This is an optimization exercise on Yosys and OpenROAD, whose aim is small area, not a production implementation.
The RTL was checked by simulation tests, not by an equivalence proof against the original design.
Power is estimated from default activity; no workload was simulated.

==> run.sh <==
#!/bin/bash
# synth_recipe.tcl (not shown) runs the flow's synth.tcl, then flattens the netlist and writes it again
# the make line also repeats each setting of config.mk as NAME=value (left out here)
make -C /OpenROAD-flow-scripts/flow DESIGN_CONFIG=/design/flow/config.mk WORK_HOME=/design/flow/orfs CLKGATE_MAP_FILE= SYNTH_SCRIPT=/design/flow/synth_recipe.tcl finish
==> config.mk <==
export PLATFORM = sky130hd
export DESIGN_NAME = axis_uart_v1_0
export DESIGN_NICKNAME = axis_uart_v1_0
export VERILOG_FILES = /design/flow/design.v
export SDC_FILE = /design/flow/constraint.sdc
export NUM_CORES = 4
export LEC_CHECK = 0
export CAP_MARGIN = 20
export CORE_MARGIN = 2
export CORE_UTILIZATION = 40
export SLEW_MARGIN = 20
==> constraint.sdc <==
create_clock -name core_clock -period 8.0 [get_ports {aclk}]
set_input_delay 1.6000 -clock core_clock [delete_from_list [all_inputs] [get_ports {aclk}]]
set_output_delay 1.6000 -clock core_clock [all_outputs]
set_load 0.01 [all_outputs]
==> design.v <==
`timescale 1ns / 1ps
module uart_fifo #(
	parameter DATA_WIDTH = 8,
	parameter DATA_DEPTH = 8
)
(
	input wire aclk,
	input wire aresetn,
	input wire [DATA_WIDTH-1:0]s_axis_tdata,
	input wire s_axis_tvalid,
	output wire s_axis_tready,
	output wire [DATA_WIDTH-1:0]m_axis_tdata,
	output wire m_axis_tvalid,
	input wire m_axis_tready,
	output wire almost_empty,
	output wire almost_full
);
function integer clogb2;
    input [31:0]value;
    begin
        value = value - 1;
        for (clogb2 = 0; value > 0; clogb2 = clogb2 + 1) begin
            value = value >> 1;
        end
    end
endfunction
localparam RWIDTH = clogb2(DATA_DEPTH);
localparam CWIDTH = RWIDTH+1;
reg [DATA_WIDTH-1:0]data[DATA_DEPTH-1:0];
reg [RWIDTH-1:0]head;
reg [RWIDTH-1:0]tail;
reg [CWIDTH-1:0]count;
reg tready;
reg [DATA_WIDTH-1:0]tdata;
reg tvalid;
reg aempty;
reg afull;
wire wr_valid;
wire rd_valid;
integer i;
assign s_axis_tready = tready;
assign m_axis_tdata = tdata;
assign m_axis_tvalid = tvalid;
assign wr_valid = s_axis_tvalid & s_axis_tready;
assign rd_valid = m_axis_tvalid & m_axis_tready;
assign almost_empty = aempty;
assign almost_full = afull; 
always @(posedge aclk) begin
	if (aresetn == 1'b0) begin
		for (i = 0; i < DATA_DEPTH-1; i = i + 1) begin
			data[i] <= 0;
		end
		head <= 0;
		tail <= 0;
		count <= 0;
	end else begin
		case ({wr_valid,rd_valid})
		2'b00: begin
			head <= head;
			tail <= tail;
			count <= count;
		end
		2'b01: begin
			head <= head;
			tail <= tail + 1;
			count <= count - 1;
		end
		2'b10: begin
			data[head] <= s_axis_tdata;
			head <= head + 1;
			tail <= tail;
			count <= count + 1;
		end
		2'b11: begin
			data[head] <= s_axis_tdata;
			head <= head + 1;
			tail <= tail + 1;
			count <= count;
		end
		endcase
	end
end
always @(*) begin
	if (aresetn == 1'b0) begin
		tready <= 1'b0;
		tdata <= 0;
		tvalid <= 1'b0;
	end else begin
		tready <= (count < DATA_DEPTH) ? 1'b1 : 1'b0;
		tdata <= data[tail];
		tvalid <= (count > 0) ? 1'b1 : 1'b0;
	end
end
always @(*) begin
	if (aresetn == 1'b0) begin
		aempty <= 1'b0;
		afull <= 1'b0;
	end else begin
		aempty <= (count <= 1) ? 1'b1 : 1'b0;
		afull <= (count >= (DATA_DEPTH - 1)) ? 1'b1 : 1'b0;
	end
end
endmodule
`timescale 1ns / 1ps
module uart_prescaler
(
	input wire clk,
	input wire rst,
	input wire en,
	input wire [15:0]div,
	output wire stb,
	output wire half
);
reg [15:0]cnt;
reg stb_out;
reg half_out;
assign stb = stb_out;
assign half = half_out;
always @(posedge clk) begin
	if (rst == 1'b1) begin
		cnt <= 0;
	end else begin
		if (en == 1'b1) begin
			if (cnt == (div - 1)) begin
				cnt <= 0;
			end else begin
				cnt <= cnt + 1;
			end 
		end else begin
			cnt <= 0;
		end
	end
end
always @(*) begin
	if (rst == 1'b1) begin
		stb_out <= 1'b0;
	end else begin
		stb_out <= (cnt == (div - 1)) ? 1'b1 : 1'b0;
	end
end
always @(*) begin
	if (rst == 1'b1) begin
		half_out <= 1'b0;
	end else begin
		half_out <= (cnt == ({1'b0,div[15:1]} - 1)) ? 1'b1 : 1'b0;
	end
end
endmodule
`timescale 1ns / 1ps
module uart_rx #(
	parameter BAUD_PRESCALER = 12,	
	parameter PARITY = 0,
	parameter BYTE_SIZE = 8,
	parameter STOP_BITS = 0,
	parameter FIFO_DEPTH = 16
)
(
	input wire aclk,
	input wire aresetn,
	input wire [23:0]s_axis_config_tdata,
	input wire s_axis_config_tvalid,
	output wire s_axis_config_tready,
	output wire [15:0]m_axis_tdata,
	output wire [0:0]m_axis_tuser,
	output wire m_axis_tvalid,
	input wire m_axis_tready,
	input wire rxd,
	output wire rtsn
);
localparam STATE_IDLE = 0;
localparam STATE_START = 1;
localparam STATE_BYTE = 2;
localparam STATE_PAR = 3;
localparam STATE_STOP = 4;
localparam STATE_END = 5;
localparam PARITY_NONE = 3'd0;
localparam PARITY_EVEN = 3'd1;
localparam PARITY_ODD = 3'd2;
localparam PARITY_MARK = 3'd3;
localparam PARITY_SPACE = 3'd4;
localparam STOP_BITS_ONE = 1'd0;
localparam STOP_BITS_TWO = 1'd1;
reg [3:0]state;
reg [15:0]prescaler;
reg [2:0]parity;
reg [3:0]byte_size;
reg [0:0]stop_bits;
reg pre_en;
wire pre_stb;
wire pre_half;
reg [15:0]s_data;
reg s_valid;
wire s_ready;
reg [15:0]rx_data;
reg rx_par;
reg rx_par_rcv;
reg [7:0]byte_cnt;
reg [15:0]bit_cnt;
reg bit_rec;
reg parity_error;
wire afull;
(* IOB = "TRUE" *) reg rxd_in;
(* IOB = "TRUE" *) reg rtsn_out;
wire rx_fall;
wire rx_rise;
assign s_axis_config_tready = (state == STATE_IDLE) ? 1'b1 : 1'b0;
assign rtsn = rtsn_out;
always @(posedge aclk) begin
	if (aresetn == 1'b0) begin
		prescaler <= BAUD_PRESCALER;
		parity <= PARITY;
		byte_size <= BYTE_SIZE;
		stop_bits <= STOP_BITS;
	end else begin
		if ((s_axis_config_tvalid == 1'b1) && (s_axis_config_tready == 1'b1)) begin
			prescaler <= s_axis_config_tdata[15:0];
			parity <= s_axis_config_tdata[18:16];
			byte_size <= s_axis_config_tdata[22:19];
			stop_bits <= s_axis_config_tdata[23];
		end
	end
end
always @(posedge aclk) begin
	if (aresetn == 1'b0) begin
		rxd_in <= 1'b0;
		rtsn_out <= 1'b1;
	end else begin
		rxd_in <= rxd;
		rtsn_out <= (afull) ? 1'b1 : 1'b0;
	end
end
always @(posedge aclk) begin
	if (aresetn == 1'b0) begin
		bit_cnt <= 0;
	end else begin
		if (state != STATE_IDLE) begin
			if (pre_stb == 1'b1) begin
				bit_cnt <= 0;
			end else begin
				bit_cnt <= bit_cnt + rxd_in;
			end
		end else begin
			bit_cnt <= 0;
		end
	end
end
always @(*) begin
	if (aresetn == 1'b0) begin
		bit_rec <= 1'b0;
	end else begin
		bit_rec <= (bit_cnt >= {1'b0,prescaler[15:1]}) ? 1'b1 : 1'b0;
	end
end
always @(posedge aclk) begin
	if (aresetn == 1'b0) begin
		pre_en <= 1'b0;
		s_data <= 0;
		s_valid <= 1'b0;
		rx_data <= 0;
		byte_cnt <= 0;
		rx_par_rcv <= 1'b0;
		state <= STATE_IDLE;
	end else begin
		case (state)
		STATE_IDLE: begin
			if (rx_fall == 1'b1) begin
				pre_en <= 1'b1;
				state <= STATE_START;
			end else begin
				pre_en <= 1'b0;
			end
		end
		STATE_START: begin
			if (pre_stb == 1'b1) begin
				if (bit_rec == 1'b0) begin
					byte_cnt <= 0;
					rx_data <= 0;
					state <= STATE_BYTE;
				end else begin
					state <= STATE_IDLE;
				end
			end
		end
		STATE_BYTE: begin
			if (pre_stb == 1'b1) begin
				rx_data[byte_cnt] <= bit_rec;
				if (byte_cnt == (byte_size - 1)) begin
					if (parity == PARITY_NONE) begin
						state <= STATE_STOP;
					end else begin
						state <= STATE_PAR;
					end
				end else begin
					byte_cnt <= byte_cnt + 1;
				end
			end
		end
		STATE_PAR: begin
			if (pre_stb == 1'b1) begin
				rx_par_rcv <= bit_rec;
				state <= STATE_STOP;
			end
		end
		STATE_STOP: begin
			if (pre_half == 1'b1) begin
				state <= STATE_END;
			end
		end
		STATE_END: begin
			if (s_valid == 1'b0) begin
				s_valid <= 1'b1;
				s_data <= rx_data;
				if (rx_par != rx_par_rcv) begin
					parity_error <= 1'b1;
				end else begin
					parity_error <= 1'b0;
				end
			end else begin
				s_valid <= 1'b0;
				if (s_ready == 1'b1) begin
				end else begin
				end
				state <= STATE_IDLE;
			end
			pre_en <= 1'b0;
		end
		endcase
	end
end
always @(posedge aclk) begin
	if (aresetn == 1'b0) begin
		rx_par <= 1'b0;
	end else begin
		case (state)
		STATE_BYTE: begin
			if (pre_stb == 1'b1) begin
				case (parity)
				PARITY_EVEN: rx_par <= rx_par + bit_rec;
				PARITY_ODD: rx_par <= rx_par + bit_rec;
				default: rx_par <= rx_par;
				endcase
			end
		end
		STATE_PAR: begin
			rx_par <= rx_par;
		end
		STATE_STOP: begin
			rx_par <= rx_par;
		end
		default: begin
			case (parity)
			PARITY_EVEN: rx_par <= 1'b0;
			PARITY_ODD: rx_par <= 1'b1;
			PARITY_MARK: rx_par <= 1'b1;
			PARITY_SPACE: rx_par <= 1'b0;
			endcase
		end
		endcase
	end
end
uart_fifo #(
	.DATA_WIDTH(16+1),
	.DATA_DEPTH(FIFO_DEPTH)
) fifo_sync_inst (
	.aclk(aclk),
	.aresetn(aresetn),
	.s_axis_tdata({parity_error,s_data}),
	.s_axis_tvalid(s_valid),
	.s_axis_tready(s_ready),
	.m_axis_tdata({m_axis_tuser,m_axis_tdata}),
	.m_axis_tvalid(m_axis_tvalid),
	.m_axis_tready(m_axis_tready),
	.almost_full(afull)
);
uart_prescaler prescaler_inst (
	.clk(aclk),
	.rst(~aresetn),
	.en(pre_en),
	.div(prescaler),	
	.stb(pre_stb),
	.half(pre_half)
);
edge_detect #(
	.ZERO_DELAY("TRUE")
) edge_detect_inst (
	.clk(aclk),
	.sig(rxd_in),
	.fall(rx_fall),
	.rise(rx_rise)
);
endmodule
module edge_detect #(
	parameter ZERO_DELAY = "FALSE"
)
(
	input wire clk,
	input wire sig,
	output wire fall,
	output wire rise
);
reg [1:0]sig_ff;
reg fall_out;
reg rise_out;
assign fall = fall_out;
assign rise = rise_out;
always @(posedge clk) begin
	sig_ff[0] <= sig;
	sig_ff[1] <= sig_ff[0];
end
generate if (ZERO_DELAY == "FALSE") begin
	always @(posedge clk) begin
		if (sig_ff[0] & ~sig_ff[1]) begin
			rise_out <= 1'b1;
		end else begin
			rise_out <= 1'b0;
		end
		if (~sig_ff[0] & sig_ff[1]) begin
			fall_out <= 1'b1;
		end else begin
			fall_out <= 1'b0;
		end
	end
end else begin
	always @(sig, sig_ff[0]) begin
		rise_out <= sig & ~sig_ff[0];
		fall_out <= ~sig & sig_ff[0];
	end
end endgenerate
endmodule
`timescale 1ns / 1ps
module uart_tx #(
	parameter BAUD_PRESCALER = 12,
	parameter PARITY = 0,
	parameter BYTE_SIZE = 8,
	parameter STOP_BITS = 0,
	parameter FIFO_DEPTH = 16
)
(
	input wire aclk,
	input wire aresetn,
	input wire [23:0]s_axis_config_tdata,
	input wire s_axis_config_tvalid,
	output wire s_axis_config_tready,
	input wire [15:0]s_axis_tdata,
	input wire s_axis_tvalid,
	output wire s_axis_tready,
	output wire txd,
	input wire ctsn 
);
localparam PARITY_NONE = 3'd0;
localparam PARITY_EVEN = 3'd1;
localparam PARITY_ODD = 3'd2;
localparam PARITY_MARK = 3'd3;
localparam PARITY_SPACE = 3'd4;
localparam STOP_BITS_ONE = 1'd0;
localparam STOP_BITS_TWO = 1'd1;
localparam STATE_IDLE = 0;
localparam STATE_START = 1;
localparam STATE_BYTE = 2;
localparam STATE_PAR = 3;
localparam STATE_STOP = 4;
localparam STATE_END = 5;
reg [3:0]state;
reg [15:0]prescaler;
reg [2:0]parity;
reg [3:0]byte_size;
reg [0:0]stop_bits;
wire [15:0]m_data;
wire m_valid;
reg m_ready;
reg [15:0]counter;
reg pre_en;
wire pre_stb;
reg [15:0]tx_data;
reg tx_par;
(* IOB = "TRUE" *) reg txd_out;
assign txd = txd_out;
assign s_axis_config_tready = (state == STATE_IDLE) ? 1'b1 : 1'b0;
always @(posedge aclk) begin
	if (aresetn == 1'b0) begin
		prescaler <= BAUD_PRESCALER;
		parity <= PARITY;
		byte_size <= BYTE_SIZE;
		stop_bits <= STOP_BITS;
	end else begin
		if ((s_axis_config_tvalid == 1'b1) && (s_axis_config_tready == 1'b1)) begin
			prescaler <= s_axis_config_tdata[15:0];
			parity <= s_axis_config_tdata[18:16];
			byte_size <= s_axis_config_tdata[22:19];
			stop_bits <= s_axis_config_tdata[23];
		end
	end
end
always @(posedge aclk) begin
	if (aresetn <= 1'b0) begin
		txd_out <= 1'b0;
	end else begin
		case (state)
		STATE_IDLE: begin
			txd_out <= 1'b1;
		end
		STATE_START: begin
			txd_out <= 1'b0;
		end
		STATE_BYTE: begin
			txd_out <= tx_data[0];
		end
		STATE_PAR: begin
			txd_out <= tx_par;
		end
		STATE_STOP: begin
			txd_out <= 1'b1;
		end
		STATE_END: begin
			txd_out <= 1'b1;
		end
		default: begin
			txd_out <= 1'b1;
		end
		endcase
	end
end
always @(posedge aclk) begin
	if (aresetn == 1'b0) begin
		pre_en <= 1'b0;
		m_ready <= 1'b0;
		tx_data <= 0;
		counter <= 0;
		state <= STATE_IDLE;
	end else begin
		case (state)
		STATE_IDLE: begin
			if (m_ready == 1'b0) begin
				if (ctsn == 1'b0) begin
					m_ready <= 1'b1;
				end
			end else begin
				if (m_valid == 1'b1) begin
					m_ready <= 1'b0;
					tx_data <= m_data;
					counter <= 0;
					pre_en <= 1'b1;
					state <= STATE_START;
				end
			end
		end
		STATE_START: begin
			if (pre_stb == 1'b1) begin
				state <= STATE_BYTE;
			end
		end
		STATE_BYTE: begin
			if (pre_stb == 1'b1) begin
				tx_data[14:0] <= tx_data[15:1];
				if (counter == (byte_size - 1)) begin
					counter <= 0;
					if (parity == PARITY_NONE) begin
						state <= STATE_STOP;
					end else begin
						state <= STATE_PAR;
					end
				end else begin
					counter <= counter + 1;
				end
			end
		end
		STATE_PAR: begin
			if (pre_stb == 1'b1) begin
				state <= STATE_STOP;
			end
		end
		STATE_STOP: begin
			if (pre_stb == 1'b1) begin
				case (stop_bits)
				STOP_BITS_ONE: begin
					state <= STATE_END;
				end
				STOP_BITS_TWO: begin
					if (counter == 1) begin
						counter <= 0;
						state <= STATE_END;
					end else begin
						counter <= counter + 1;
					end
				end
				endcase
			end
		end
		STATE_END: begin
			if (m_ready == 1'b0) begin
				pre_en <= 1'b0;
				m_ready <= 1'b1;
			end else begin
				m_ready <= 1'b0;
				if (m_valid == 1'b1) begin
					tx_data <= m_data;
					pre_en <= 1'b1;
					state <= STATE_START;
				end else begin
					state <= STATE_IDLE;
				end
			end
		end
		default: begin
			state <= STATE_IDLE;
		end		
		endcase
	end
end
always @(posedge aclk) begin
	if (aresetn == 1'b0) begin
		tx_par <= 1'b0;
	end else begin
		case (state)
		STATE_BYTE: begin
			if (pre_stb == 1'b1) begin
				case (parity)
				PARITY_EVEN: tx_par <= tx_par + tx_data[0];
				PARITY_ODD: tx_par <= tx_par + tx_data[0];
				default: tx_par <= tx_par;
				endcase
			end
		end
		STATE_PAR: begin
			tx_par <= tx_par;
		end
		default: begin
			case (parity)
			PARITY_EVEN: tx_par <= 1'b0;
			PARITY_ODD: tx_par <= 1'b1;
			PARITY_MARK: tx_par <= 1'b1;
			PARITY_SPACE: tx_par <= 1'b0;
			endcase
		end
		endcase
	end
end
uart_fifo #(
	.DATA_WIDTH(16),
	.DATA_DEPTH(FIFO_DEPTH)
) fifo_sync_inst (
	.aclk(aclk),
	.aresetn(aresetn),
	.s_axis_tdata(s_axis_tdata),
	.s_axis_tvalid(s_axis_tvalid),
	.s_axis_tready(s_axis_tready),
	.m_axis_tdata(m_data),
	.m_axis_tvalid(m_valid),
	.m_axis_tready(m_ready)
);
uart_prescaler prescaler_inst (
	.clk(aclk),
	.rst(~aresetn),
	.en(pre_en),
	.div(prescaler),	
	.stb(pre_stb)
);
endmodule
`timescale 1ns / 1ps
module axis_uart_v1_0 #(
	parameter integer BAUD_PRESCALER = 10,	 
	parameter integer PARITY = 0, 			 
	parameter integer BYTE_SIZE = 8, 		 
	parameter integer STOP_BITS = 0, 		 
	parameter integer FIFO_DEPTH = 16,		 
	parameter integer FLOW_CONTROL = 1,		 
	parameter integer DYNAMIC_CONFIG = 1	 
)
(
	input wire aclk,
	input wire aresetn,
	input wire [23:0]s_axis_config_tdata,	 
	input wire s_axis_config_tvalid,
	output wire s_axis_config_tready,
	input wire [15:0]s_axis_tdata,
	input wire s_axis_tvalid,
	output wire s_axis_tready,
	output wire [15:0]m_axis_tdata,
	output wire m_axis_tuser,				 
	output wire m_axis_tvalid,
	input wire m_axis_tready,
	output wire tx,
	input wire rx,
	output wire rts,						 
	input wire cts							 
);
wire s_axis_config_tx_tready;
wire s_axis_config_rx_tready;
assign s_axis_config_tready = (DYNAMIC_CONFIG) ? s_axis_config_tx_tready & s_axis_config_rx_tready : 1'b0;
uart_tx #(
	.BAUD_PRESCALER(BAUD_PRESCALER),
	.PARITY(PARITY),
	.BYTE_SIZE(BYTE_SIZE),
	.STOP_BITS(STOP_BITS),
	.FIFO_DEPTH(FIFO_DEPTH)
) uart_tx_inst (
	.aclk(aclk),
	.aresetn(aresetn),
	.s_axis_config_tdata(s_axis_config_tdata),
	.s_axis_config_tvalid((DYNAMIC_CONFIG) ? (s_axis_config_tvalid & s_axis_config_rx_tready) : 1'b0),
	.s_axis_config_tready(s_axis_config_tx_tready),
	.s_axis_tdata(s_axis_tdata),
	.s_axis_tvalid(s_axis_tvalid),
	.s_axis_tready(s_axis_tready),
	.txd(tx),
	.ctsn(FLOW_CONTROL ? cts : 1'b0)
);
uart_rx #(
	.BAUD_PRESCALER(BAUD_PRESCALER),
	.PARITY(PARITY),
	.BYTE_SIZE(BYTE_SIZE),
	.STOP_BITS(STOP_BITS),
	.FIFO_DEPTH(FIFO_DEPTH)
) uart_rx_inst (
	.aclk(aclk),
	.aresetn(aresetn),
	.s_axis_config_tdata(s_axis_config_tdata),
	.s_axis_config_tvalid((DYNAMIC_CONFIG) ? (s_axis_config_tvalid & s_axis_config_tx_tready) : 1'b0),
	.s_axis_config_tready(s_axis_config_rx_tready),
	.m_axis_tdata(m_axis_tdata),
	.m_axis_tuser(m_axis_tuser),
	.m_axis_tvalid(m_axis_tvalid),
	.m_axis_tready(m_axis_tready),
	.rxd(rx),
	.rtsn(rts)
);
endmodule
==> qor.txt <==
Cell Area, Synth -> 35800 um2
Sequential element share of the synthesized area -> 56.6%
Cell Pwr Density -> 247 nW/um2
Final WL -> 87.7 mm
Crit end category -> output pin
Routability Congestion -> 0.855
CP Data Arrival Time -> 4.02 ns
Worst-Margin Slew -> 1.07 ns
Flop-to-flop setup slack -> 3.73 ns
Die area -> 91900 um2
Via Count -> 22600
EDFF count, synth -> 529
Met2 wire length -> 43.1 mm
Largest net degree at the start of global routing -> 70
Final Cell Area -> 40500 um2
Total power -> 0.00999 W
Die H -> 303 um
Synth async-reset ratio -> 0%
DRT Pass-1 Iters -> 5
Max VDD drop -> 0.188 mV
Top post-synthesis cells by area -> edfxtp_1 44%, dfxtp_1 12%, mux4_2 10%, and2_1 9.2%, nand2_1 2.2%
Static Leak -> 14.2 nW
Clk pin slew, worst setup/hold paths -> 0.06 ns
TritonCTS clock tree -> yes
Fin crit share -> 70.2%
First-pass GRT wire length -> 135 mm
H-tree depth -> 3
Critical Path RT -> 6.40 ns
Final nets -> 3039
Num rows -> 109
Clock buffer depth -> 3
Slew Limit Headroom -> 28.6%
Startpoint Class -> flip-flop
Synth Instances -> 2920
Vias in the first global route -> 22800
Synth-to-Final Area Change -> 13.1%
Setup CP Type -> reg2out
Synth cell types -> 76
Fin util -> 45.7%
CTS Hold Bufs -> 0
Vias per inst -> 5.42
R2r endpoint -> uart_rx_inst.prescaler_inst.cnt[0]
Commonest cells post-synth -> 529 x edfxtp_1, 527 x and2_1, 218 x dfxtp_1, 205 x nand2_1, 205 x nor2_1
CP endpoint -> m_axis_tdata[13]
DRT met1 WL -> 38.1 mm
Core area -> 88500 um2
RSZ-0062 raised after global routing -> no
ANT nets after route -> 0
Seq cells post-synth -> 747
DP Area -> 37600 um2
Slew Limit Fails -> 0
Max-Cap Viols -> 0
Top sig layer -> met5
Initial DRC Count -> 1826
Clk Tree Root Cell -> clkbuf_16
Synth Warn # -> 16
# port buffers -> 68
Skew-Pair Late Insertion Delay -> 0.66 ns
Min-Delay Path Class -> reg2reg
Final hold vios -> 0
Syn Area/Cell -> 12.3 um2
Initial Utilization -> 40.4%
Reg2Reg Depth -> 11
# clock sinks -> 747
CTS Buf Count -> 83
Mapped Nets -> 3023
Skew final -> 0.0347 ns
Final setup viols -> 0
Fmax -> 0.178 GHz
Antenna violations before repair -> 7
FF-to-FF Start -> uart_rx_inst.prescaler[0]
Die W -> 303 um
Area share of the largest cell type after synthesis -> 44.4%
I/O pins -> 69
Resized cells post-CTS -> 0
Ys flop type -> edfxtp_1
Crit Path Max Fanout -> 43
Post-CTS Setup Bufs -> 0
Count leader, synth -> edfxtp_1
DP Wirelength -> 58.0 mm
Routed length on met3 -> 4.33 mm
DRC -> 0
Total track usage -> 19.2%
Outcome -> finished clean
Avg WL per Cell -> 21.0 um
Leading area contributor after synthesis -> edfxtp_1
Share of cells above drive strength 1 -> 13.5%
GRT Residual Overflow -> 0
Minimum clock period -> 5.62 ns
Post-Route Setup TNS -> 0 ns
logic make-up (layout without fill, tap and decap cells):
family | Yosys count | in the layout | synth area share [%]
AND/OR/NAND/NOR | 1187 | 1187 | 17.9
adder cells (fa/ha/maj) | 56 | 56 | 2.00
XOR/XNOR | 132 | 132 | 3.23
AO/OA/AOI/OAI | 348 | 348 | 6.38
multiplexers | 189 | 189 | 11.1
buffers and inverters | 261 | 348 | 2.83
other | 0 | 1 | 0
flip-flops | 747 | 747 | 56.6
metal layers:
layer | GRT usage (%) | vias up
met5 | 0 | -
met4 | 5.28 | 4
met3 | 3.13 | 142
met2 | 32.4 | 577
met1 | 25.6 | 11300
li1 | - | 10600
area by class of cell:
type	count	area, um2
Tap cell	1165	1460
Timing Repair Buffer	131	1150
Clock inverter	39	477
Clock buffer	117	2350
Antenna cell	1	2.50
Inverter	61	231
Multi-Input combinational cell	1912	14600
Sequential cell	747	20300
Fill cell	7825	48000
metrics by stage:
stage,worst slack [ns],instances,hold slack [ns]
2_1_floorplan,3.41,2920,0.355
3_3_place_gp,2.56,4015,0.426
3_5_place_dp,2.28,4015,0.435
4_1_cts,2.21,4171,0.436
5_1_grt,2.06,4173,0.453
6_report,2.38,4173,0.443
registers in the layout, indices dropped and copies added, names as in the netlist, 5 cells and up, named ones only:
register,count
uart_tx_inst.prescaler_inst.cnt,16
uart_tx_inst.counter,16
uart_rx_inst.fifo_sync_inst.data,272
uart_rx_inst.s_data,16
uart_rx_inst.prescaler_inst.cnt,16
uart_rx_inst.fifo_sync_inst.count,5
uart_tx_inst.prescaler,16
uart_rx_inst.rx_data,16
uart_tx_inst.fifo_sync_inst.count,5
uart_tx_inst.fifo_sync_inst.data,256
uart_tx_inst.tx_data,16
uart_rx_inst.byte_cnt,8
uart_rx_inst.prescaler,16
uart_rx_inst.bit_cnt,16
cells in the final DEF (no fill, tap or decap), types with 25 or more instances in the layout:
master           count
mux4_2             165
and2_1             527
clkbuf_16           84
edfxtp_1           529
nand3_1             52
xnor2_1             69
nand2b_1            28
nor3_1              35
ha_1                54
buf_4               64
nand2_1            205
nor2_1             200
inv_1               60
o21ai_0             48
dfxtp_1            213
xor2_1              63
a211oi_1            25
clkdlybuf4s50_1     67
a21oi_1            117
power breakdown:
group	internal, W	switching, W	total [W]
clock network	0.00227	0.00162	0.00389
logic	0.000757	0.000789	0.00155
registers	0.00433	0.000226	0.00455
worst min-delay path by stage:
stage	startpoint	endpoint	slack, ns	depth (start not counted)
2_1_floorplan	uart_rx_inst.rxd_in	uart_rx_inst.edge_detect_inst.sig_ff[0]	0.36	0
3_3_place_gp	uart_rx_inst.rxd_in	uart_rx_inst.edge_detect_inst.sig_ff[0]	0.43	0
3_5_place_dp	uart_rx_inst.rxd_in	uart_rx_inst.edge_detect_inst.sig_ff[0]	0.43	0
4_1_cts	uart_rx_inst.rx_data[15]	uart_rx_inst.s_data[15]	0.44	2
5_1_grt	uart_rx_inst.rxd_in	uart_rx_inst.edge_detect_inst.sig_ff[0]	0.45	0
6_report	uart_rx_inst.rxd_in	uart_rx_inst.edge_detect_inst.sig_ff[0]	0.44	0
worst max-delay path: stages (launching register included):
cell,delay (ns)
dfxtp_4,1.00
buf_4,0.60
mux4_2,0.63
mux4_2,0.47
and2_1,0.17
clkdlybuf4s50_1,0.50

## port drivers added, routing unchanged
The results above use ideal ports. As a check the final layout listed here was re-extracted and re-timed, cells and wires unchanged.
Step 1 assumes that a clkbuf_16 drives the clock port and a buf_2 every other input.
Step 2 adds t to the input delays and takes it off the output delays; t is the mean of the earliest and latest rising clock arrival at the registers after step 1. Input paths then give back, and output paths get back, about the clock's delay inside the block.
a / b / c = no drivers / after step 1 / after step 2; a / b = the first two.
t (ns): 0.703
slack for setup (ns): 2.384 / 2.318 / 2.684
clock arrival spread, ns: 0.037 / 0.038
worst register clock-pin slew, ns: 0.06 / 0.06
pins driven straight from the clock port: 1
After both steps setup and hold are still met in this run. For this run, drivers alone change the setup slack by -0.066 ns; drivers and shift together by +0.300 ns.
